Background: an optimization exercise with open tools, aiming at small area. Do not read the settings as production practice.
Only simulation tests tie the RTL to the original design; equivalence was not proved.
No driver is modelled on the clock port, so clocking that relies on it looks cheaper here than on a real chip.
Power is estimated from default activity; no workload was simulated.

### flow/run.sh
#!/bin/bash
# Standard ORFS flow, with these changes to how the layout is made:
#  - before floorplan, combinational cells are set to their smallest drive strength
#    (downsize.tcl); the flow's repair steps size up what timing and loads need;
#  - port buffers are the smallest buffer cell;
#  - clock tree synthesis without dummy balancing loads, and clock buffers whose
#    flip-flop clock pins see a high slew are sized up (clkfix.tcl).
set -uo pipefail
F=$PWD/flow
bash standard.sh PRE_FLOORPLAN_TCL=$F/downsize.tcl POST_CTS_TCL=$F/clkfix.tcl \
  "BUFFER_PORTS_ARGS=-buffer_cell sky130_fd_sc_hd__buf_1" \
  "CTS_ARGS=-sink_clustering_enable -repair_clock_nets -buf_list sky130_fd_sc_hd__clkbuf_4 -dont_use_dummy_load" \
  finish > make_finish.log 2>&1
### flow/clkfix.tcl
estimate_parasitics -placement
set nfix 0
foreach inst [get_cells *] {
  set ref [get_property $inst ref_name]
  if { ![regexp {clkbuf_(\d+)$} $ref -> drv] } { continue }
  set opin [get_pins -of_objects $inst -filter "direction == output"]
  set worst 0
  foreach p [get_pins -of_objects [get_nets -of_objects $opin] -filter "direction == input"] {
    set s [get_property $p slew_max]
    if { $s > $worst } { set worst $s }
  }
  if { $worst > 0.10 } {
    set next [expr { $drv < 8 ? 8 : 16 }]
    if { $next != $drv } {
      replace_cell $inst sky130_fd_sc_hd__clkbuf_$next
      incr nfix
    }
  }
}
puts "clkfix: resized $nfix clock buffers"
if { $nfix > 0 } {
  detailed_placement
  check_placement -verbose
}
### flow/downsize.tcl
# Before floorplan: put every combinational cell at the smallest drive strength of its
# function (the repair steps later size up whatever timing, slew or load needs).
set n 0
foreach inst [get_cells *] {
  set ref [get_property $inst ref_name]
  if { ![regexp {^(sky130_fd_sc_hd__[a-z0-9]+)_([0-9]+)$} $ref -> base drive] } { continue }
  if { [regexp {__(s?e?s?df|s?dl|conb|tap|fill|decap|diode)} $ref] } { continue }
  set lc [get_lib_cells $ref]
  set best $ref
  set best_area [get_property $lc area]
  set best_drive $drive
  foreach cand [get_lib_cells ${base}_*] {
    set cname [get_property $cand name]
    if { ![regexp {^sky130_fd_sc_hd__[a-z0-9]+_([0-9]+)$} $cname -> cdrive] } { continue }
    if { [get_property $cand dont_use] } { continue }
    set a [get_property $cand area]
    if { $a < $best_area - 1e-6 || ($a < $best_area + 1e-6 && $cdrive > $best_drive && $a <= [get_property $lc area]) } {
      set best $cname
      set best_area $a
      set best_drive $cdrive
    }
  }
  if { $best ne $ref } {
    replace_cell $inst $best
    incr n
  }
}
puts "downsize: replaced $n cells"
### standard.sh
#!/bin/bash
# synth_recipe.tcl (not shown) runs the flow's synth.tcl, then flattens the netlist and writes it again
# the make line also repeats each setting of config.mk as NAME=value (left out here)
make -C /OpenROAD-flow-scripts/flow DESIGN_CONFIG=/design/flow/config.mk WORK_HOME=/design/flow/orfs CLKGATE_MAP_FILE= SYNTH_SCRIPT=/design/flow/synth_recipe.tcl "${@:-finish}"
### config.mk
export PLATFORM = sky130hd
export DESIGN_NAME = alu_datamem_top
export DESIGN_NICKNAME = alu_datamem_top
export VERILOG_FILES = /design/flow/design.v
export SDC_FILE = /design/flow/constraint.sdc
export NUM_CORES = 4
export LEC_CHECK = 0
export CAP_MARGIN = 5
export CORE_MARGIN = 2
export CORE_UTILIZATION = 50
export GPL_TIMING_DRIVEN = 0
export SETUP_SLACK_MARGIN = 0.1
export SLEW_MARGIN = 5
export SYNTH_HIERARCHICAL = 1
export SYNTH_MINIMUM_KEEP_SIZE = 0
### constraint.sdc
create_clock -name core_clock -period 10.0 [get_ports {clk}]
set_input_delay 2.0000 -clock core_clock [delete_from_list [all_inputs] [get_ports {clk}]]
set_output_delay 2.0000 -clock core_clock [all_outputs]
set_load 0.01 [all_outputs]
### design.v
`timescale 1ns / 1ps
module TwoToOneMux(
input logic [15:0] a, b,
input logic sel_mux,
output logic [15:0] out
    );
    always_comb
        if (sel_mux)
            out = b;
        else
            out = a;
endmodule
module wb_bit(
input logic f, dmem, sel, rst,
output logic wd, wdz
    );
    assign wd  = sel ? dmem : f;
    assign wdz = wd & ~rst;
endmodule
module g_and2(input logic a, b, output logic y);
    assign y = a & b;
endmodule
module g_nand2(input logic a, b, output logic y);
    assign y = ~(a & b);
endmodule
module g_nand3(input logic a, b, c, output logic y);
    assign y = ~(a & b & c);
endmodule
module g_xor2(input logic a, b, output logic y);
    assign y = a ^ b;
endmodule
module g_xnor2(input logic a, b, output logic y);
    assign y = ~(a ^ b);
endmodule
module g_ha(input logic a, b, output logic s, c);
    assign s = a ^ b;
    assign c = a & b;
endmodule
module g_a21oi(input logic a1, a2, b1, output logic y);
    assign y = ~((a1 & a2) | b1);
endmodule
module g_o21ai(input logic a1, a2, b1, output logic y);
    assign y = ~((a1 | a2) & b1);
endmodule
module g_a22oi(input logic a1, a2, b1, b2, output logic y);
    assign y = ~((a1 & a2) | (b1 & b2));
endmodule
module g_a2bb2oi(input logic a1n, a2n, b1, b2, output logic y);
    assign y = ~((~a1n & ~a2n) | (b1 & b2));
endmodule
module g_a222oi(input logic a1, a2, b1, b2, c1, c2, output logic y);
    assign y = ~((a1 & a2) | (b1 & b2) | (c1 & c2));
endmodule
module g_mux2(input logic a, b, s, output logic y);
    assign y = s ? b : a;
endmodule
module g_mux2i(input logic a, b, s, output logic y);
    assign y = ~(s ? b : a);
endmodule
module g_a21boi(input logic a1, a2, b1n, output logic y);
    assign y = ~((a1 & a2) | ~b1n);
endmodule
module g_nor2b(input logic a, bn, output logic y);
    assign y = ~(a | ~bn);
endmodule
module g_a221oi(input logic a1, a2, b1, b2, c1, output logic y);
    assign y = ~((a1 & a2) | (b1 & b2) | c1);
endmodule
module g_a21o(input logic a1, a2, b1, output logic y);
    assign y = (a1 & a2) | b1;
endmodule
module g_a22o(input logic a1, a2, b1, b2, output logic y);
    assign y = (a1 & a2) | (b1 & b2);
endmodule
module g_nand2b(input logic an, b, output logic y);
    assign y = ~(~an & b);
endmodule
module g_o21bai(input logic a1, a2, b1n, output logic y);
    assign y = ~((a1 | a2) & ~b1n);
endmodule
module g_inv(input logic a, output logic y);
    assign y = ~a;
endmodule
module g_and3(input logic a, b, c, output logic y);
    assign y = a & b & c;
endmodule
module g_or2(input logic a, b, output logic y);
    assign y = a | b;
endmodule
`timescale 1ns / 1ps
module alu_ctl(
input logic [3:0] s,
input logic big,                  
input logic a15,
output logic add, sel_x, sel_g, sel_nbn, shsel, op6, op7,
output logic satn                 
    );
    logic lo00, hi00, is4, is45, u_x, v_nb, w_nb, sat;
    assign lo00 = ~s[1] & ~s[0];
    assign hi00 = ~s[3] & ~s[2];
    assign is4  = ~s[3] & s[2] & ~s[1] & ~s[0];
    assign is45 = ~s[3] & s[2] & ~s[1];
    assign u_x  = ~s[2] & ~(s[1] ^ s[0]);
    assign v_nb = s[3] | s[2];
    assign w_nb = s[1] | ~s[0];
    assign sat  = is4 & big;
    assign op6  = (s == 4'd6);
    assign op7  = (s == 4'd7);
    g_and2  u_add(.a(hi00), .b(lo00), .y(add));
    g_or2   u_nb(.a(v_nb), .b(w_nb), .y(sel_nbn));
    g_and3  u_g(.a(~s[3]), .b(~s[2]), .c(s[1]), .y(sel_g));
    g_or2   u_selx(.a(s[3]), .b(u_x), .y(sel_x));
    g_and2  u_sh(.a(is45), .b(~big), .y(shsel));
    g_nand2 u_sat(.a(sat), .b(a15), .y(satn));
endmodule
module sh_ctl(
input logic [15:0] b,
input logic s0, a15,
output logic big,
output logic [3:0] k0, kr, kl, fr
    );
    logic fill, fill_n, s0n;
    assign big    = |b[15:4];
    assign fill   = a15 & ~s0;
    assign fill_n = ~fill;
    assign s0n    = ~s0;
    genvar k;
    for (k = 0; k < 4; k = k + 1) begin : gk
        g_inv  u0(.a(b[k]), .y(k0[k]));
        g_and2 ur(.a(b[k]), .b(s0n), .y(kr[k]));
        g_and2 ul(.a(b[k]), .b(s0), .y(kl[k]));
        if (k % 2 == 0) begin : p
            g_and2 uf(.a(kr[k]), .b(fill), .y(fr[k]));
        end else begin : n
            g_and2 uf(.a(kr[k]), .b(fill_n), .y(fr[k]));
        end
    end
endmodule
module sh_level #(parameter int D = 1, parameter bit INV = 0) (
input logic [15:0] x,
input logic k0, kr, kl, fr,
output logic [15:0] y
    );
    genvar i;
    for (i = 0; i < 16; i = i + 1) begin : g
        if (i + D < 16 && i - D >= 0) begin : mid
            g_a222oi u(.a1(x[i]), .a2(k0), .b1(x[i + D]), .b2(kr), .c1(x[i - D]), .c2(kl), .y(y[i]));
        end else if (i + D >= 16) begin : right
            g_a221oi u(.a1(x[i]), .a2(k0), .b1(x[i - D]), .b2(kl), .c1(fr), .y(y[i]));
        end else begin : left
            if (INV) begin : n
                g_a221oi u(.a1(x[i]), .a2(k0), .b1(x[i + D]), .b2(kr), .c1(kl), .y(y[i]));
            end else begin : p
                g_a22oi u(.a1(x[i]), .a2(k0), .b1(x[i + D]), .b2(kr), .y(y[i]));
            end
        end
    end
endmodule
module shifter(
input logic [15:0] a,
input logic [3:0] k0, kr, kl, fr,
output logic [15:0] y
    );
    logic [15:0] l0, l1, l2;
    sh_level #(.D(1), .INV(0)) u0(.x(a),  .k0(k0[0]), .kr(kr[0]), .kl(kl[0]), .fr(fr[0]), .y(l0));
    sh_level #(.D(2), .INV(1)) u1(.x(l0), .k0(k0[1]), .kr(kr[1]), .kl(kl[1]), .fr(fr[1]), .y(l1));
    sh_level #(.D(4), .INV(0)) u2(.x(l1), .k0(k0[2]), .kr(kr[2]), .kl(kl[2]), .fr(fr[2]), .y(l2));
    sh_level #(.D(8), .INV(1)) u3(.x(l2), .k0(k0[3]), .kr(kr[3]), .kl(kl[3]), .fr(fr[3]), .y(y));
endmodule
module out_sel(
input logic x, sel_x, g, sel_g, b, sel_nbn, y, shsel, satn,
output logic f
    );
    logic n0, n1;
    g_a22oi   u0(.a1(x), .a2(sel_x), .b1(g), .b2(sel_g), .y(n0));
    g_a2bb2oi u1(.a1n(b), .a2n(sel_nbn), .b1(y), .b2(shsel), .y(n1));
    g_nand3   u2(.a(n0), .b(n1), .c(satn), .y(f));
endmodule
module pair_0(
input logic [1:0] a, b,
input logic add, sel_x, sel_g, sel_nbn, shsel, satn,
input logic [1:0] y,
output logic [1:0] f,
output logic c2
    );
    logic [1:0] p, g, x;
    logic gk0;
    g_ha   u_pg0(.a(a[0]), .b(b[0]), .s(p[0]), .c(g[0]));
    g_ha   u_pg1(.a(a[1]), .b(b[1]), .s(p[1]), .c(g[1]));
    g_and2 u_gk0(.a(g[0]), .b(add), .y(gk0));
    g_a22o u_c2(.a1(add), .a2(g[1]), .b1(p[1]), .b2(gk0), .y(c2));
    assign x[0] = p[0];
    g_xor2 u_x1(.a(p[1]), .b(gk0), .y(x[1]));
    out_sel u_o0(.x(x[0]), .sel_x(sel_x), .g(g[0]), .sel_g(sel_g), 
                 .b(b[0]), .sel_nbn(sel_nbn), .y(y[0]), .shsel(shsel), .satn(satn), .f(f[0]));
    out_sel u_o1(.x(x[1]), .sel_x(sel_x), .g(g[1]), .sel_g(sel_g), 
                 .b(b[1]), .sel_nbn(sel_nbn), .y(y[1]), .shsel(shsel), .satn(satn), .f(f[1]));
endmodule
module pair_e(
input logic [1:0] a, b,
input logic cin, add, sel_x, sel_g, sel_nbn, shsel, satn,
input logic [1:0] y,
output logic [1:0] f,
output logic c1n, c2n
    );
    logic [1:0] p, g, x;
    logic gk0, pp;
    g_ha    u_pg0(.a(a[0]), .b(b[0]), .s(p[0]), .c(g[0]));
    g_ha    u_pg1(.a(a[1]), .b(b[1]), .s(p[1]), .c(g[1]));
    g_and2  u_gk0(.a(g[0]), .b(add), .y(gk0));
    logic gg;
    g_a22o  u_gg(.a1(add), .a2(g[1]), .b1(p[1]), .b2(gk0), .y(gg));
    g_and2  u_pp(.a(p[0]), .b(p[1]), .y(pp));
    g_a21oi u_c2(.a1(pp), .a2(cin), .b1(gg), .y(c2n));
    g_a21oi u_c1(.a1(p[0]), .a2(cin), .b1(gk0), .y(c1n));
    g_xor2  u_x0(.a(p[0]), .b(cin), .y(x[0]));
    g_xnor2 u_x1(.a(p[1]), .b(c1n), .y(x[1]));
    out_sel u_o0(.x(x[0]), .sel_x(sel_x), .g(g[0]), .sel_g(sel_g), 
                 .b(b[0]), .sel_nbn(sel_nbn), .y(y[0]), .shsel(shsel), .satn(satn), .f(f[0]));
    out_sel u_o1(.x(x[1]), .sel_x(sel_x), .g(g[1]), .sel_g(sel_g), 
                 .b(b[1]), .sel_nbn(sel_nbn), .y(y[1]), .shsel(shsel), .satn(satn), .f(f[1]));
endmodule
module pair_o(
input logic [1:0] a, b,
input logic cinn, add, sel_x, sel_g, sel_nbn, shsel, satn,
input logic [1:0] y,
output logic [1:0] f,
output logic c1, c2
    );
    logic pn0, g0, gk0, p1, g1, ppn, ggn;
    logic [1:0] x;
    g_xnor2  u_p0(.a(a[0]), .b(b[0]), .y(pn0));
    g_and2   u_g0(.a(a[0]), .b(b[0]), .y(g0));
    g_and2   u_gk0(.a(g0), .b(add), .y(gk0));
    g_ha     u_pg1(.a(a[1]), .b(b[1]), .s(p1), .c(g1));
    g_a22oi  u_gg(.a1(add), .a2(g1), .b1(p1), .b2(gk0), .y(ggn));
    g_nand2b u_pp(.an(pn0), .b(p1), .y(ppn));
    g_o21ai  u_c2(.a1(ppn), .a2(cinn), .b1(ggn), .y(c2));
    g_o21bai u_c1(.a1(pn0), .a2(cinn), .b1n(gk0), .y(c1));
    g_xor2   u_x0(.a(pn0), .b(cinn), .y(x[0]));
    g_xor2   u_x1(.a(p1), .b(c1), .y(x[1]));
    out_sel u_o0(.x(x[0]), .sel_x(sel_x), .g(g0), .sel_g(sel_g), 
                 .b(b[0]), .sel_nbn(sel_nbn), .y(y[0]), .shsel(shsel), .satn(satn), .f(f[0]));
    out_sel u_o1(.x(x[1]), .sel_x(sel_x), .g(g1), .sel_g(sel_g), 
                 .b(b[1]), .sel_nbn(sel_nbn), .y(y[1]), .shsel(shsel), .satn(satn), .f(f[1]));
endmodule
module br_flag(
input logic [15:0] a,
input logic op6, op7,
output logic take_branch
    );
    logic z;
    assign z = ~|a;
    assign take_branch = (op6 & z) | (op7 & ~z);
endmodule
module alu(
input logic signed [15:0] a,
input logic [15:0] b,
input logic [3:0] s,
output logic ovf, take_branch,
output logic [15:0] f
    );
    logic add, sel_x, sel_g, sel_nbn, shsel, op6, op7, big, satn;
    logic [3:0] k0, kr, kl, fr;
    logic [15:0] y;
    sh_ctl  u_shc(.b(b), .s0(s[0]), .a15(a[15]), .big(big), .k0(k0), .kr(kr), .kl(kl), .fr(fr));
    alu_ctl u_ctl(.s(s), .big(big), .a15(a[15]), .satn(satn), .add(add), .sel_x(sel_x), .sel_g(sel_g),
                  .sel_nbn(sel_nbn), .shsel(shsel), .op6(op6), .op7(op7));
    shifter u_sh(.a(a), .k0(k0), .kr(kr), .kl(kl), .fr(fr), .y(y));
    genvar i;
    logic [16:1] c;
    pair_0 p0(.a(a[1:0]), .b(b[1:0]), .add(add), .sel_x(sel_x), .sel_g(sel_g), .sel_nbn(sel_nbn),
              .shsel(shsel), .satn(satn), .y(y[1:0]), .f(f[1:0]), .c2(c[2]));
    for (i = 2; i < 16; i = i + 2) begin : gp
        if (i % 4 == 2) begin : e
            pair_e pr(.a(a[i + 1:i]), .b(b[i + 1:i]), .cin(c[i]), .add(add), .sel_x(sel_x),
                      .sel_g(sel_g), .sel_nbn(sel_nbn), .shsel(shsel), .satn(satn),
                      .y(y[i + 1:i]), .f(f[i + 1:i]),
                      .c1n(c[i + 1]), .c2n(c[i + 2]));
        end else begin : o
            pair_o pr(.a(a[i + 1:i]), .b(b[i + 1:i]), .cinn(c[i]), .add(add), .sel_x(sel_x),
                      .sel_g(sel_g), .sel_nbn(sel_nbn), .shsel(shsel), .satn(satn),
                      .y(y[i + 1:i]), .f(f[i + 1:i]),
                      .c1(c[i + 1]), .c2(c[i + 2]));
        end
    end
    g_xor2 u_ovf(.a(c[15]), .b(c[16]), .y(ovf));
    br_flag u_br(.a(a), .op6(op6), .op7(op7), .take_branch(take_branch));
endmodule
`timescale 1ns / 1ps
module rdec(
input logic [2:0] a,
output logic [7:0] s
    );
    logic [2:0] an;
    genvar i;
    for (i = 0; i < 3; i = i + 1) begin : gi
        g_inv u(.a(a[i]), .y(an[i]));
    end
    for (i = 0; i < 8; i = i + 1) begin : gs
        g_and3 u(.a(i & 1 ? a[0] : an[0]), .b(i & 2 ? a[1] : an[1]), .c(i & 4 ? a[2] : an[2]), .y(s[i]));
    end
endmodule
module wdec(
input logic [2:0] a,
input logic en, rst,
output logic [7:0] s
    );
    always_comb
        for (int i = 0; i < 8; i = i + 1)
            s[i] = rst | (en & (a == i));
endmodule
module rmux8(
input logic [7:0] d,
input logic [7:0] s,
output logic y
    );
    logic n0, n1, n2;
    g_a222oi u0(.a1(d[0]), .a2(s[0]), .b1(d[1]), .b2(s[1]), .c1(d[2]), .c2(s[2]), .y(n0));
    g_a222oi u1(.a1(d[3]), .a2(s[3]), .b1(d[4]), .b2(s[4]), .c1(d[5]), .c2(s[5]), .y(n1));
    g_a22oi  u2(.a1(d[6]), .a2(s[6]), .b1(d[7]), .b2(s[7]), .y(n2));
    g_nand3  u3(.a(n0), .b(n1), .c(n2), .y(y));
endmodule
module rport(
input logic [127:0] q,
input logic [2:0] addr,
output logic [15:0] data
    );
    logic [7:0] s;
    rdec dec(.a(addr), .s(s));
    genvar b;
    for (b = 0; b < 16; b = b + 1) begin : g
        rmux8 m(.d({q[112+b], q[96+b], q[80+b], q[64+b], q[48+b], q[32+b], q[16+b], q[b]}),
                .s(s), .y(data[b]));
    end
endmodule
`timescale 1ns / 1ps
module alu_datamem_top(input clk,	 
        input logic reset,
        input logic RegWrite,
        input logic [15:0] alu_input2_instr_src,
        input logic ALUSrc1, ALUSrc2,
        input logic [3:0] ALUOp,
        input logic MemToReg,
        input logic [2:0] regfile_ReadAddress1,	 
        input logic [2:0] regfile_ReadAddress2,	 
        input logic [2:0] regfile_WriteAddress,	 
        input logic [15:0] DataMemOut,
		output logic ovf_ctrl,
		output logic take_branch,
        output logic [15:0] alu_output,          
        output logic [15:0] regfile_WriteData,
        output logic [15:0] regfile_ReadData1,
        output logic [15:0] regfile_ReadData2,   
        output logic [15:0] alu_input1,
        output logic [15:0] alu_input2
    );
    (* mem2reg *) reg [15:0] mem [0:7];
    logic [7:0] we;
    logic [15:0] wdz;
    logic [127:0] q;
    wdec wdecode(.a(regfile_WriteAddress), .en(RegWrite), .rst(reset), .s(we));
    always @(posedge clk)
        for (int i = 0; i < 8; i = i + 1)
            if (we[i])
                mem[i] <= wdz;
    always_comb
        for (int i = 0; i < 8; i = i + 1)
            q[16 * i +: 16] = mem[i];
    rport rp1(.q(q), .addr(regfile_ReadAddress1), .data(regfile_ReadData1));
    rport rp2(.q(q), .addr(regfile_ReadAddress2), .data(regfile_ReadData2));
    assign alu_input1 = regfile_ReadData1 & {16{~ALUSrc1}};
    TwoToOneMux mux2(.a(regfile_ReadData2),.b(alu_input2_instr_src),.sel_mux(ALUSrc2),.out(alu_input2));
    alu sixteenbit_alu(
        .s(ALUOp),
        .a(alu_input1),
        .b(alu_input2),
        .f(alu_output),
        .ovf(ovf_ctrl),
        .take_branch(take_branch)
        );
    genvar i;
    for (i = 0; i < 16; i = i + 1) begin : gwb
        wb_bit w(.f(alu_output[i]), .dmem(DataMemOut[i]), .sel(MemToReg), .rst(reset),
                 .wd(regfile_WriteData[i]), .wdz(wdz[i]));
    end
endmodule
==> results of run 1 <==
==> how the worst max path moves through the flow <==
stage,depth (start not counted),end,from
global placement,20,regfile_WriteData[15],regfile_ReadAddress1[2]
floorplan,19,regfile_WriteData[15],regfile_ReadAddress2[2]
detailed placement,20,regfile_WriteData[15],regfile_ReadAddress1[2]
global route,20,regfile_WriteData[15],regfile_ReadAddress1[0]
finish,20,regfile_WriteData[15],regfile_ReadAddress1[0]
==> tightest hold or removal path, delay by kind of cell (launching register included) <==
kind	cells	cell delay, ns
AOI/OAI and AO/OA	2	0.23
and+or+nand+nor	3	0.43
DFF	1	0.36
muxes	2	0.51
==> routing by layer <==
layer,global-route usage (%),vias up,share of wire (%)
met5,0,-,0
met4,12.6,0,2.6
met3,12.0,76,15
met2,52.0,594,44
met1,46.0,3540,38
li1,-,3029,-
==> layout make-up <==
cell class | instances | area [um2] | area share (%)
Clock buffer | 17 | 159 | 1.88
Multi-Input combinational cell | 442 | 3580 | 42.3
Tap cell | 184 | 230 | 2.72
Sequential cell | 128 | 3840 | 45.4
Buffer | 4 | 25.0 | 0.295
Timing Repair Buffer | 147 | 553 | 6.53
Inverter | 21 | 78.8 | 0.930
==> power by group <==
group          leakage, nW  internal (mW)  total (mW)  switching, mW
combinational         1.56          0.141       0.414          0.272
sequential            1.32          0.655       0.679         0.0249
clock               0.0912          0.100       0.262          0.162
==> results.toml, run 1 <==
[run_status]
status = "no timing/DRC/antenna violations"

[power_and_ir_drop]
leakage_nw = 2.97
cellPowerDensity_nw_per_um2 = 160
power_mw = 1.36
ir_drop_mv = 0.112

[clocking]
worstSkewPairLatency_ns = 0.43
cts_tree = "yes"
clk_pin_slew_ns = 0.07
numClockSinks = 128

[layout]
largestRegisters = "mem: 128 flops"
postLayoutCoreUtil_pct = 58.1
final_nets = 829
layout_commonest_cell = "buf_1"
final_cell_mix = "149 x buf_1, 128 x edfxtp_1, 98 x a222oi_1"
largest_register_ffs = 128
final_cell_count_no_fill = 943
top_register = "mem"
drive_above_1_share_pct = 10.5
antenna_cells = 0
fill_cells = 1258
design_area_um2 = 8470

[drt]
routed_via_density = 7.68
antenna_left = 0
routed_wl_um = 28000
first_iter_violations = 1117
drc = 0
wl_per_cell_um = 29.7
drt-pass1-iter-count = 8
vias = 7239

[timing]
finClkSkew_ns = 0.0296
hold-worst-slack_ns = 1.72
final.setup.tns_ns = 0
fin_ws_ns = 0.467
fmaxAchievable_mhz = 105
setup-violations-final = 0
maxSlewViolCount = 0
max_slew_margin_pct = 7.10
fin_crit_ns = 9.53
period_share_pct = 95.3
rsz0062_at_grt = "no"
worstMarginPinSlew_ns = 1.39
hold_viol_final = 0

[place]
place_inst = 926
dp_worst_setup_slack_ns = 0.655
place_area_um2 = 8300
place_hpwl_um = 18500
io_buffers = 147
gp_congestion = 0.917

[hold_path]
holdPathEnd = "mem[5][5]"
holdCritStartpoint = "mem[4][5]"
hold_path_depth = 7
hold_path.class = "reg -> reg"

[synthesis]
syn_inst = 595
ys.warnings.count = 9
synthesis.nets = 663

[grt]
grt_overflow = 0
grt_pass1_vias = 6929
antenna_found_initial = 0
grt_max_degree = 18
grtUsageTotal_pct = 34.4
grt_first_pass_wirelength_um = 40600

[die]
start_util_pct = 51.6
die_width_um = 127
ioPinCount = 149
die_area_um2 = 16000
die_h_um = 127
coreArea_um2 = 14600
rows = 44

[critical_path]
r2r_start = "mem[3][0]"
required_ns = 8.00
cp_slowest_cell = "and3_1"
cpMostUsedCell = "a21oi_1"
critical_path.max_stage_delay_ns = 0.82
cp_top_family = "compound AO/OA/AOI/OAI gates"
crit_buf_inv = 3
critPathKind = "in -> out"
rr_endpoint = "mem[6][15]"
arrival_ns = 7.53
r2r_setup_slack_ns = 4.66
cp_max_fo = 16
cp-start-kind = "input pin"
crit_path_end_kind = "primary output"
r2r_cells = 18
crit_chain = "buf_1 -> inv_2 -> and3_1 -> a222oi_1 -> nand3_1 -> nor2b_1 -> ha_1 -> a22o_1 -> a21oi_1 -> o21ai_1 -> a21oi_1 -> o21ai_1 -> a21oi_1 -> o21ai_1 -> a21oi_1 -> xnor2_1 -> a22oi_1 -> nand3_1 -> mux2_2 -> buf_1"

[flow_run]
cap_violations = 0
==> inputs of run 2 (changes only) <==
--- a/config.mk
+++ b/config.mk
@@ -7,7 +7,7 @@
 export LEC_CHECK = 0
 export CAP_MARGIN = 5
 export CORE_MARGIN = 2
-export CORE_UTILIZATION = 50
+export CORE_UTILIZATION = 60
 export GPL_TIMING_DRIVEN = 0
 export SETUP_SLACK_MARGIN = 0.1
 export SLEW_MARGIN = 5
==> run 2 against run 1 <==
Still clean. Sequential share of layout area up 0.22 points. Clock-buffer cell count unchanged. Sequential cell count did not move. Largest power group unchanged.
==> results.toml, run 2 <==
[run_status]
status = "no timing/DRC/antenna violations"

[place]
dp_worst_setup_slack_ns = 0.909
place_inst = 910
place_hpwl_um = 18000
place_area_um2 = 8280
io_buffers = 147
gp_congestion = 0.908

[critical_path]
critPathKind = "in -> out"
cp_max_fo = 16
crit_path_end_kind = "primary output"
arrival_ns = 7.31
required_ns = 8.00
cp-start-kind = "input pin"

[layout]
top_register = "mem"
layout_commonest_cell = "buf_1"
final_cell_count_no_fill = 927
largest_register_ffs = 128
final_cell_mix = "150 x buf_1, 128 x edfxtp_1, 98 x a222oi_1"
postLayoutCoreUtil_pct = 69.6
final_nets = 829
antenna_cells = 0
drive_above_1_share_pct = 10.3
largestRegisters = "mem: 128 flops"
design_area_um2 = 8430

[die]
start_util_pct = 62.1
ioPinCount = 149
die_width_um = 116
die_h_um = 116
die_area_um2 = 13400
rows = 40
coreArea_um2 = 12100

[power_and_ir_drop]
cellPowerDensity_nw_per_um2 = 159
power_mw = 1.34
leakage_nw = 2.96
ir_drop_mv = 0.123

[drt]
routed_wl_um = 27000
drt-pass1-iter-count = 19
first_iter_violations = 1800
drc = 0
antenna_left = 0
vias = 7272
wl_per_cell_um = 29.1
routed_via_density = 7.84

[clocking]
clk_pin_slew_ns = 0.09
cts_tree = "yes"
worstSkewPairLatency_ns = 0.42
numClockSinks = 128

[timing]
fmaxAchievable_mhz = 107
final.setup.tns_ns = 0
hold-worst-slack_ns = 1.73
rsz0062_at_grt = "no"
setup-violations-final = 0
fin_crit_ns = 9.31
maxSlewViolCount = 0
max_slew_margin_pct = 8.83
finClkSkew_ns = 0.0262
fin_ws_ns = 0.691
worstMarginPinSlew_ns = 1.37
hold_viol_final = 0
period_share_pct = 93.1

[grt]
grt_max_degree = 18
grt_pass1_vias = 6577
grt_overflow = 0
grt_first_pass_wirelength_um = 39000
grtUsageTotal_pct = 40.4
antenna_found_initial = 0

[synthesis]
synthesis.nets = 663
syn_inst = 595
ys.warnings.count = 9

[hold_path]
hold_path.class = "reg -> reg"

[flow_run]
cap_violations = 0
run 2: path summary, 6_finish.rpt:
check | start | to | slack [ns] | cells after the start
worst max-delay path | regfile_ReadAddress1[2] | regfile_WriteData[15] | 0.69 | 20
worst min-delay path | mem[4][0] | mem[5][0] | 1.73 | 7
worst max register to register | mem[0][1] | mem[2][15] | 4.70 | 17
worst min register to register | mem[4][0] | mem[5][0] | 1.73 | 7
run 2: metal layers:
metal | global-route usage, % | part of all wire, % | vias to the layer above | routed length [um]
met5 | 0 | 0 | - | 0
met1 | 56.6 | 36 | 3414 | 9650
li1 | - | - | 3031 | -
met3 | 12.1 | 16 | 101 | 4440
met2 | 58.6 | 44 | 726 | 11700
met4 | 17.9 | 4.2 | 0 | 1130
run 2: power by group:
part	internal, mW	switching (mW)
registers	0.654	0.0249
clock network	0.0874	0.154
logic	0.142	0.279
run 2: worst max-delay path, cell delays in order:
cell and delay, ns:
buf_1 0.12, inv_2 0.08, and3_1 0.78, a222oi_1 0.24, nand3_1 0.18, nor2b_1 0.54
ha_1 0.37, a22o_1 0.21, a21oi_1 0.42, o21ai_1 0.23, a21oi_1 0.30, o21ai_1 0.18
a21oi_1 0.28, o21ai_1 0.19, a21oi_1 0.26, xnor2_1 0.11, a22oi_1 0.21, nand3_1 0.12
mux2_2 0.33, buf_1 0.14
run 2: layout make-up:
type	count	area (um2)
flip-flops and latches	128	3840
fillers	926	3680
multi-input cells	442	3580
repair buffers	147	552
well taps	168	210
clock buffers	17	140
inverters	21	78.8
plain buffers	4	25.0
==> inputs of run 3 (changes only) <==
--- a/design.v
+++ b/design.v
@@ -369,7 +369,10 @@
             q[16 * i +: 16] = mem[i];
     rport rp1(.q(q), .addr(regfile_ReadAddress1), .data(regfile_ReadData1));
     rport rp2(.q(q), .addr(regfile_ReadAddress2), .data(regfile_ReadData2));
-    assign alu_input1 = regfile_ReadData1 & {16{~ALUSrc1}};
+    genvar i;
+    for (i = 0; i < 16; i = i + 1) begin : gin1
+        g_nor2b u(.a(ALUSrc1), .bn(regfile_ReadData1[i]), .y(alu_input1[i]));
+    end
     TwoToOneMux mux2(.a(regfile_ReadData2),.b(alu_input2_instr_src),.sel_mux(ALUSrc2),.out(alu_input2));
     alu sixteenbit_alu(
         .s(ALUOp),
@@ -379,7 +382,6 @@
         .ovf(ovf_ctrl),
         .take_branch(take_branch)
         );
-    genvar i;
     for (i = 0; i < 16; i = i + 1) begin : gwb
         wb_bit w(.f(alu_output[i]), .dmem(DataMemOut[i]), .sel(MemToReg), .rst(reset),
                  .wd(regfile_WriteData[i]), .wdz(wdz[i]));
--- a/config.mk
+++ b/config.mk
@@ -7,7 +7,7 @@
 export LEC_CHECK = 0
 export CAP_MARGIN = 5
 export CORE_MARGIN = 2
-export CORE_UTILIZATION = 60
+export CORE_UTILIZATION = 50
 export GPL_TIMING_DRIVEN = 0
 export SETUP_SLACK_MARGIN = 0.1
 export SLEW_MARGIN = 5
==> run 3 against run 2 <==
Still clean. Utilization is 12 points lower. Hold slack worse by 0.00099 ns. Routed wire length is 0.19% lower. Critical path type unchanged. Largest cell class unchanged.
==> results.toml, run 3 <==
[layout]
postLayoutCoreUtil_pct = 58.0
largestRegisters = "mem: 128 flops"
final_nets = 829
layout_commonest_cell = "buf_1"
final_cell_mix = "149 x buf_1, 128 x edfxtp_1, 98 x a222oi_1"
largest_register_ffs = 128
drive_above_1_share_pct = 10.4
top_register = "mem"
antenna_cells = 0

[hold_path]
holdCritStartpoint = "mem[7][14]"
hold_path.class = "reg -> reg"

[critical_path]
cpMostUsedCell = "a21oi_1"
cp_top_family = "compound AO/OA/AOI/OAI gates"
crit_chain = "buf_1 -> and3_1 -> a22oi_1 -> nand3_1 -> nor2b_1 -> ha_1 -> a22o_1 -> a21oi_1 -> o21ai_1 -> a21oi_1 -> o21ai_1 -> a21oi_1 -> o21ai_1 -> a21oi_1 -> xnor2_1 -> a22oi_1 -> nand3_1 -> mux2_2 -> buf_1"
r2r_setup_slack_ns = 4.65
cp-start-kind = "input pin"
crit_path_end_kind = "primary output"
critical_path.max_stage_delay_ns = 0.87
critPathLaunch = "regfile_ReadAddress1[2]"
crit_buf_inv = 2
arrival_ns = 7.39
cp_max_fo = 16
critPathKind = "in -> out"
r2r_start = "mem[0][0]"
required_ns = 8.00
cp_slowest_cell = "and3_1"

[timing]
final.setup.tns_ns = 0
max_slew_margin_pct = 6.18
rsz0062_at_grt = "no"
maxSlewViolCount = 0
fin_crit_ns = 9.39
period_share_pct = 93.9
hold_viol_final = 0
finClkSkew_ns = 0.0293
worstMarginPinSlew_ns = 1.41
setup-violations-final = 0
fmaxAchievable_mhz = 106

[drt]
drt-pass1-iter-count = 12
vias = 7077
drc = 0
routed_via_density = 7.50
first_iter_violations = 1265
routed_wl_um = 26900
antenna_left = 0
wl_per_cell_um = 28.5

[place]
io_buffers = 147
gp_congestion = 0.912
place_hpwl_um = 18500

[grt]
grt_pass1_vias = 6623
antenna_found_initial = 0
grt_overflow = 0
grtUsageTotal_pct = 32.9
grt_max_degree = 18
grt_first_pass_wirelength_um = 39400

[flow_run]
cap_violations = 0

[die]
ioPinCount = 149
start_util_pct = 51.5
die_h_um = 127
die_width_um = 127
die_area_um2 = 16000
coreArea_um2 = 14600
rows = 44

[run_status]
status = "no timing/DRC/antenna violations"

[synthesis]
synthesis.nets = 662
ys.warnings.count = 9
syn_inst = 594

[power_and_ir_drop]
leakage_nw = 2.95
ir_drop_mv = 0.0989
cellPowerDensity_nw_per_um2 = 158

[clocking]
numClockSinks = 128
cts_tree = "yes"
worstSkewPairLatency_ns = 0.41
clk_pin_slew_ns = 0.08
[run 3: cell types whose count changed in the layout (fill, tap and decap cells not counted)]
cell	before	now
buf_8	0	1
buf_1	150	149
and2b_1	6	0
nor2b_1	28	34
clkbuf_4	15	14
clkbuf_8	3	4
[run 3: metal layers]
metal | global-route usage (%) | up-vias | share of wire, % | wire length (um)
met5 | 0 | - | 0 | 0
met3 | 6.12 | 66 | 11 | 2930
met2 | 50.6 | 521 | 46 | 12300
met1 | 46.0 | 3456 | 40 | 10800
met4 | 14.0 | 0 | 3.4 | 907
li1 | - | 3034 | - | -
[run 3: cell type report]
| class | instances | area (um2) |
|---|---|---|
| buffer | 3 | 21.3 |
| multi-input combinational | 442 | 3580 |
| tap | 184 | 230 |
| sequential | 128 | 3840 |
| inverter | 21 | 78.8 |
| timing repair buffer | 148 | 567 |
| fill | 1269 | 6130 |
| clock buffer | 17 | 146 |
[run 3: report_power, final]
group,leakage (nW),switching [mW],total (mW),internal [mW]
registers,1.32,0.0243,0.679,0.654
clock network,0.0860,0.149,0.241,0.0917
logic,1.54,0.273,0.415,0.142
[run 3: worst paths after layout]
check,end,depth (start not counted)
worst max register to register,mem[1][15],18
worst min register to register,mem[7][14],7
worst min-delay path,mem[7][14],7
worst max-delay path,regfile_WriteData[15],19
[run 3: through the flow]
step,power [mW],setup WS (ns),hold WS (ns),cell area [um2],instances
6_report,1.33,0.609,1.73,8460,943
3_5_place_dp,1.09,0.716,1.70,8290,925
3_3_place_gp,1.08,0.864,1.67,8290,925
2_1_floorplan,0.942,2.10,1.72,7510,594
5_1_grt,1.40,0.391,1.81,8460,943
[run 3: worst register-to-register path, delay by kind of cell, from the launching register on]
kind	cells	cell delay, ns
AO/OA/AOI/OAI	10	2.67
AND/OR/NAND/NOR	4	0.82
multiplexers	2	0.76
flip-flops	1	0.39
adder cells (fa/ha/maj)	1	0.21
XOR/XNOR	1	0.11
==> inputs of run 4 (changes only) <==
--- a/flow/clkfix.tcl
+++ b/flow/clkfix.tcl
@@ -9,7 +9,7 @@
     set s [get_property $p slew_max]
     if { $s > $worst } { set worst $s }
   }
-  if { $worst > 0.10 } {
+  if { $worst > 0.11 } {
     set next [expr { $drv < 8 ? 8 : 16 }]
     if { $next != $drv } {
       replace_cell $inst sky130_fd_sc_hd__clkbuf_$next
--- a/config.mk
+++ b/config.mk
@@ -7,7 +7,7 @@
 export LEC_CHECK = 0
 export CAP_MARGIN = 5
 export CORE_MARGIN = 2
-export CORE_UTILIZATION = 50
+export CORE_UTILIZATION = 66
 export GPL_TIMING_DRIVEN = 0
 export SETUP_SLACK_MARGIN = 0.1
 export SLEW_MARGIN = 5
==> run 4 against run 3 <==
Clock-buffer cell count is the same. Register-to-register slack gained 0.28 ns. Power is essentially flat. Design area shrank 0.90%.
==> results.toml, run 4 <==
[place]
place_inst = 881
place_hpwl_um = 16900
gp_congestion = 0.940
io_buffers = 147
dp_worst_setup_slack_ns = 1.04

[timing]
maxSlewViolCount = 0
worstMarginPinSlew_ns = 1.20
finClkSkew_ns = 0.0381
hold_viol_final = 0
fin_ws_ns = 0.822
max_slew_margin_pct = 20.0
fmaxAchievable_mhz = 109
fin_crit_ns = 9.18
rsz0062_at_grt = "no"
final.setup.tns_ns = 0
setup-violations-final = 0
period_share_pct = 91.8

[critical_path]
cp-start-kind = "input pin"
arrival_ns = 7.18
cpMostUsedCell = "a21oi_1"
required_ns = 8.00
critical_path.max_stage_delay_ns = 0.81
crit_chain = "buf_1 -> inv_2 -> and3_1 -> a222oi_1 -> nand3_1 -> nor2b_1 -> ha_1 -> and2_1 -> a21oi_1 -> o21ai_1 -> a21oi_1 -> o21ai_1 -> a21oi_1 -> o21ai_1 -> a21oi_1 -> xnor2_1 -> a22oi_1 -> nand3_1 -> mux2_2 -> buf_1"
crit_buf_inv = 3
cp_top_family = "compound AO/OA/AOI/OAI gates"
crit_path_end_kind = "primary output"
critPathKind = "in -> out"
cp_slowest_cell = "and3_1"
cp_max_fo = 16

[hold_path]
hold_path.class = "reg -> reg"

[die]
die_h_um = 111
start_util_pct = 68.4
ioPinCount = 149
coreArea_um2 = 11000
rows = 38
die_width_um = 111
die_area_um2 = 12200

[synthesis]
synthesis.nets = 662
syn_inst = 594
ys.warnings.count = 9

[drt]
first_iter_violations = 1989
drc = 0
routed_via_density = 8.06
vias = 7240
wl_per_cell_um = 28.3
antenna_left = 0
routed_wl_um = 25400
drt-pass1-iter-count = 17

[layout]
layout_commonest_cell = "buf_1"
multi_input_area_um2 = 3580
final_cell_count_no_fill = 898
top_register = "mem"
final_cell_mix = "149 x buf_1, 128 x edfxtp_1, 98 x a222oi_1"
fill_cells = 705
drive_above_1_share_pct = 10.3
antenna_cells = 0
largest_register_ffs = 128
largestRegisters = "mem: 128 flops"
ff_latch_area_um2 = 3840
final_nets = 828

[power_and_ir_drop]
power_mw = 1.34
cellPowerDensity_nw_per_um2 = 159
leakage_nw = 2.94
ir_drop_mv = 0.116

[grt]
grt_first_pass_wirelength_um = 37600
grt_pass1_vias = 6685
grtUsageTotal_pct = 40.1
antenna_found_initial = 0
grt_max_degree = 18
grt_overflow = 0

[clocking]
cts_tree = "yes"
clk_pin_slew_ns = 0.10
numClockSinks = 128
worstSkewPairLatency_ns = 0.42

[flow_run]
cap_violations = 0

[run_status]
status = "no timing/DRC/antenna violations"
run 4: cell count changes in the layout (fill, tap and decap cells not counted):
cell | previous run | this run
clkbuf_8 | 4 | 3
clkbuf_4 | 14 | 15
buf_8 | 1 | 0
run 4: worst register-to-register path: cells and delay by family (launching register included):
family	cells	cell delay, ns
compound gates	10	2.64
simple gates	4	0.70
mux	2	0.68
flops	1	0.39
fa+ha+maj	1	0.22
xor+xnor	1	0.11
run 4: metal layers:
metal / track usage, % / up-vias / share of wire (%)
met4: 21.9 / 0 / 5.5
li1: - / 3017 / -
met5: 0 / - / 0
met1: 53.3 / 3336 / 34
met2: 57.4 / 760 / 43
met3: 15.0 / 127 / 17
run 4: per-stage QoR:
stage | hold WS [ns] | util [%] | cell area [um2]
floorplan | 1.72 | - | 7510
global placement | 1.65 | 75.0 | 8240
detailed placement | 1.69 | 75.0 | 8240
global route | 1.77 | 76.4 | 8390
finish | 1.71 | 76.4 | 8390
run 4: path summary, 6_finish.rpt:
| path | slack (ns) | start | endpoint | cells after the start |
|---|---|---|---|---|
| worst min register to register | 1.71 | mem[4][15] | mem[5][15] | 7 |
| worst max register to register | 4.93 | mem[0][0] | mem[4][15] | 18 |
| worst max-delay path | 0.82 | regfile_ReadAddress1[2] | regfile_WriteData[15] | 20 |
| worst min-delay path | 1.71 | mem[4][15] | mem[5][15] | 7 |
run 4: layout make-up:
type / count / share of cell area, %
plain buffers: 3 / 0.254
multi-input cells: 442 / 42.6
clock buffers: 17 / 1.67
flip-flops and latches: 128 / 45.8
inverters: 21 / 0.940
well taps: 140 / 2.09
repair buffers: 147 / 6.58
run 4: where the power goes:
group / switching, mW / internal (mW) / total, mW
logic: 0.274 / 0.142 / 0.415
registers: 0.0257 / 0.654 / 0.680
clock network: 0.152 / 0.0873 / 0.240
==> inputs of run 5 (changes only) <==
--- a/config.mk
+++ b/config.mk
@@ -7,7 +7,7 @@
 export LEC_CHECK = 0
 export CAP_MARGIN = 5
 export CORE_MARGIN = 2
-export CORE_UTILIZATION = 66
+export CORE_UTILIZATION = 60
 export GPL_TIMING_DRIVEN = 0
 export SETUP_SLACK_MARGIN = 0.1
 export SLEW_MARGIN = 5
==> run 5 against run 4 <==
Hold slack gained 0.036 ns. First-iteration DRC count shrank 28%. Clock-buffer cell count is the same. Clock skew grew 0.0018 ns. Design area grew 0.34%. Highest routed layer unchanged.
==> results.toml, run 5 <==
[power_and_ir_drop]
ir_drop_mv = 0.110
cellPowerDensity_nw_per_um2 = 158
leakage_nw = 2.94

[timing]
maxSlewViolCount = 0
period_share_pct = 91.9
fin_crit_ns = 9.19
setup-violations-final = 0
final.setup.tns_ns = 0
max_slew_margin_pct = 9.46
finClkSkew_ns = 0.0399
hold_viol_final = 0
rsz0062_at_grt = "no"
fmaxAchievable_mhz = 109
worstMarginPinSlew_ns = 1.36

[critical_path]
critPathKind = "in -> out"
cp_max_fo = 16
crit_path_end_kind = "primary output"
required_ns = 8.00
cp-start-kind = "input pin"
arrival_ns = 7.19

[layout]
multi_input_area_um2 = 3580
ff_latch_area_um2 = 3840
final_nets = 828
fill_cells = 912
postLayoutCoreUtil_pct = 69.5
final_cell_mix = "149 x buf_1, 128 x edfxtp_1, 98 x a222oi_1"
antenna_cells = 0
drive_above_1_share_pct = 10.3
largestRegisters = "mem: 128 flops"
largest_register_ffs = 128
layout_commonest_cell = "buf_1"
top_register = "mem"

[drt]
antenna_left = 0
routed_via_density = 7.82
drc = 0
vias = 7239
drt-pass1-iter-count = 12
routed_wl_um = 26700
first_iter_violations = 1437
wl_per_cell_um = 28.8

[die]
start_util_pct = 62.0
ioPinCount = 149
die_width_um = 116
die_h_um = 116
rows = 40
coreArea_um2 = 12100
die_area_um2 = 13400

[grt]
grt_max_degree = 18
grt_pass1_vias = 6594
grt_overflow = 0
grtUsageTotal_pct = 39.8
antenna_found_initial = 0
grt_first_pass_wirelength_um = 38600

[synthesis]
ys.warnings.count = 9
syn_inst = 594
synthesis.nets = 662

[place]
gp_congestion = 1.04
place_hpwl_um = 17500
io_buffers = 147

[clocking]
clk_pin_slew_ns = 0.11
cts_tree = "yes"
worstSkewPairLatency_ns = 0.41
numClockSinks = 128

[flow_run]
cap_violations = 0

[run_status]
status = "no timing/DRC/antenna violations"

[hold_path]
hold_path.class = "reg -> reg"
==> run 5: critical path, stage by stage <==
cell and delay [ns]:
buf_1 0.12, inv_2 0.08, and3_1 0.81, a22oi_1 0.24, nand3_1 0.24, nor2b_1 0.48, ha_1 0.36, a22o_1 0.21
a21oi_1 0.26, o21ai_1 0.25, a21oi_1 0.32, o21ai_1 0.19, a21oi_1 0.27, o21ai_1 0.20, a21oi_1 0.27, xnor2_1 0.11
a22oi_1 0.19, nand3_1 0.12, mux2_2 0.32, buf_1 0.14
==> run 5: power by group <==
group,leakage [nW],internal (mW),switching [mW]
combinational,1.54,0.142,0.276
sequential,1.32,0.654,0.0244
clock,0.0808,0.0833,0.147
==> run 5: cell type report <==
| cell class | count | share of cell area [%] |
|---|---|---|
| Buffer | 3 | 0.253 |
| Clock buffer | 17 | 1.59 |
| Inverter | 21 | 0.937 |
| Multi-Input combinational cell | 442 | 42.5 |
| Sequential cell | 128 | 45.7 |
| Tap cell | 168 | 2.50 |
| Timing Repair Buffer | 147 | 6.56 |
==> run 5: final timing paths <==
check | start | end | slack, ns | cells past startpoint
hold / removal | mem[4][11] | mem[7][11] | 1.75 | 7
setup reg to reg | mem[0][3] | mem[3][15] | 4.88 | 17
setup / recovery | regfile_ReadAddress1[0] | regfile_WriteData[15] | 0.81 | 20
hold reg to reg | mem[4][11] | mem[7][11] | 1.75 | 7
==> run 5: per-stage QoR <==
step	setup WS [ns]	power (mW)	hold slack [ns]	std cells	cell area, um2
detailed placement	0.985	1.09	1.71	909	8270
finish	0.813	1.33	1.75	926	8420
floorplan	2.10	0.942	1.72	594	7510
global route	0.406	1.38	1.81	926	8420
global placement	1.08	1.08	1.69	909	8270
==> run 5: layer usage <==
metal	track usage (%)	vias up	share of wire, %
li1	-	3031	-
met2	56.9	743	43
met5	0	-	0
met3	12.9	81	17
met1	57.5	3384	37
met4	14.5	0	3.5

[what the ideal ports hide]
How much do the figures lean on ideal ports? The routed layouts below were timed once more, with nothing changed but the port constraints.
Step 1 assumes that a clkbuf_16 drives the clock port and a buf_2 every other input.
Step 2 times the ports against the registers' clock, not the clock port: input delays grow and output delays shrink by t, the midpoint of the rising clock arrivals with the driver on.
a / b / c = ideal ports / drivers / drivers and shift; a / b = the first two.
| run | t (ns) | setup slack, ns | worst slew at a driven data input, ns |
|---|---|---|---|
| run 1 | 0.449 | 0.467 / 0.446 / 0.446 | 0.04 |
| run 2 | 0.447 | 0.691 / 0.666 / 0.666 | 0.04 |
| run 3 | 0.430 | 0.609 / 0.588 / 0.588 | 0.04 |
| run 4 | 0.429 | 0.822 / 0.801 / 0.801 | 0.04 |
| run 5 | 0.424 | 0.813 / 0.787 / 0.787 | 0.04 |
After both steps setup and hold are still met in every run listed. For run 5, which loses most, drivers alone change the setup slack by -0.026 ns; drivers and shift together by -0.026 ns.
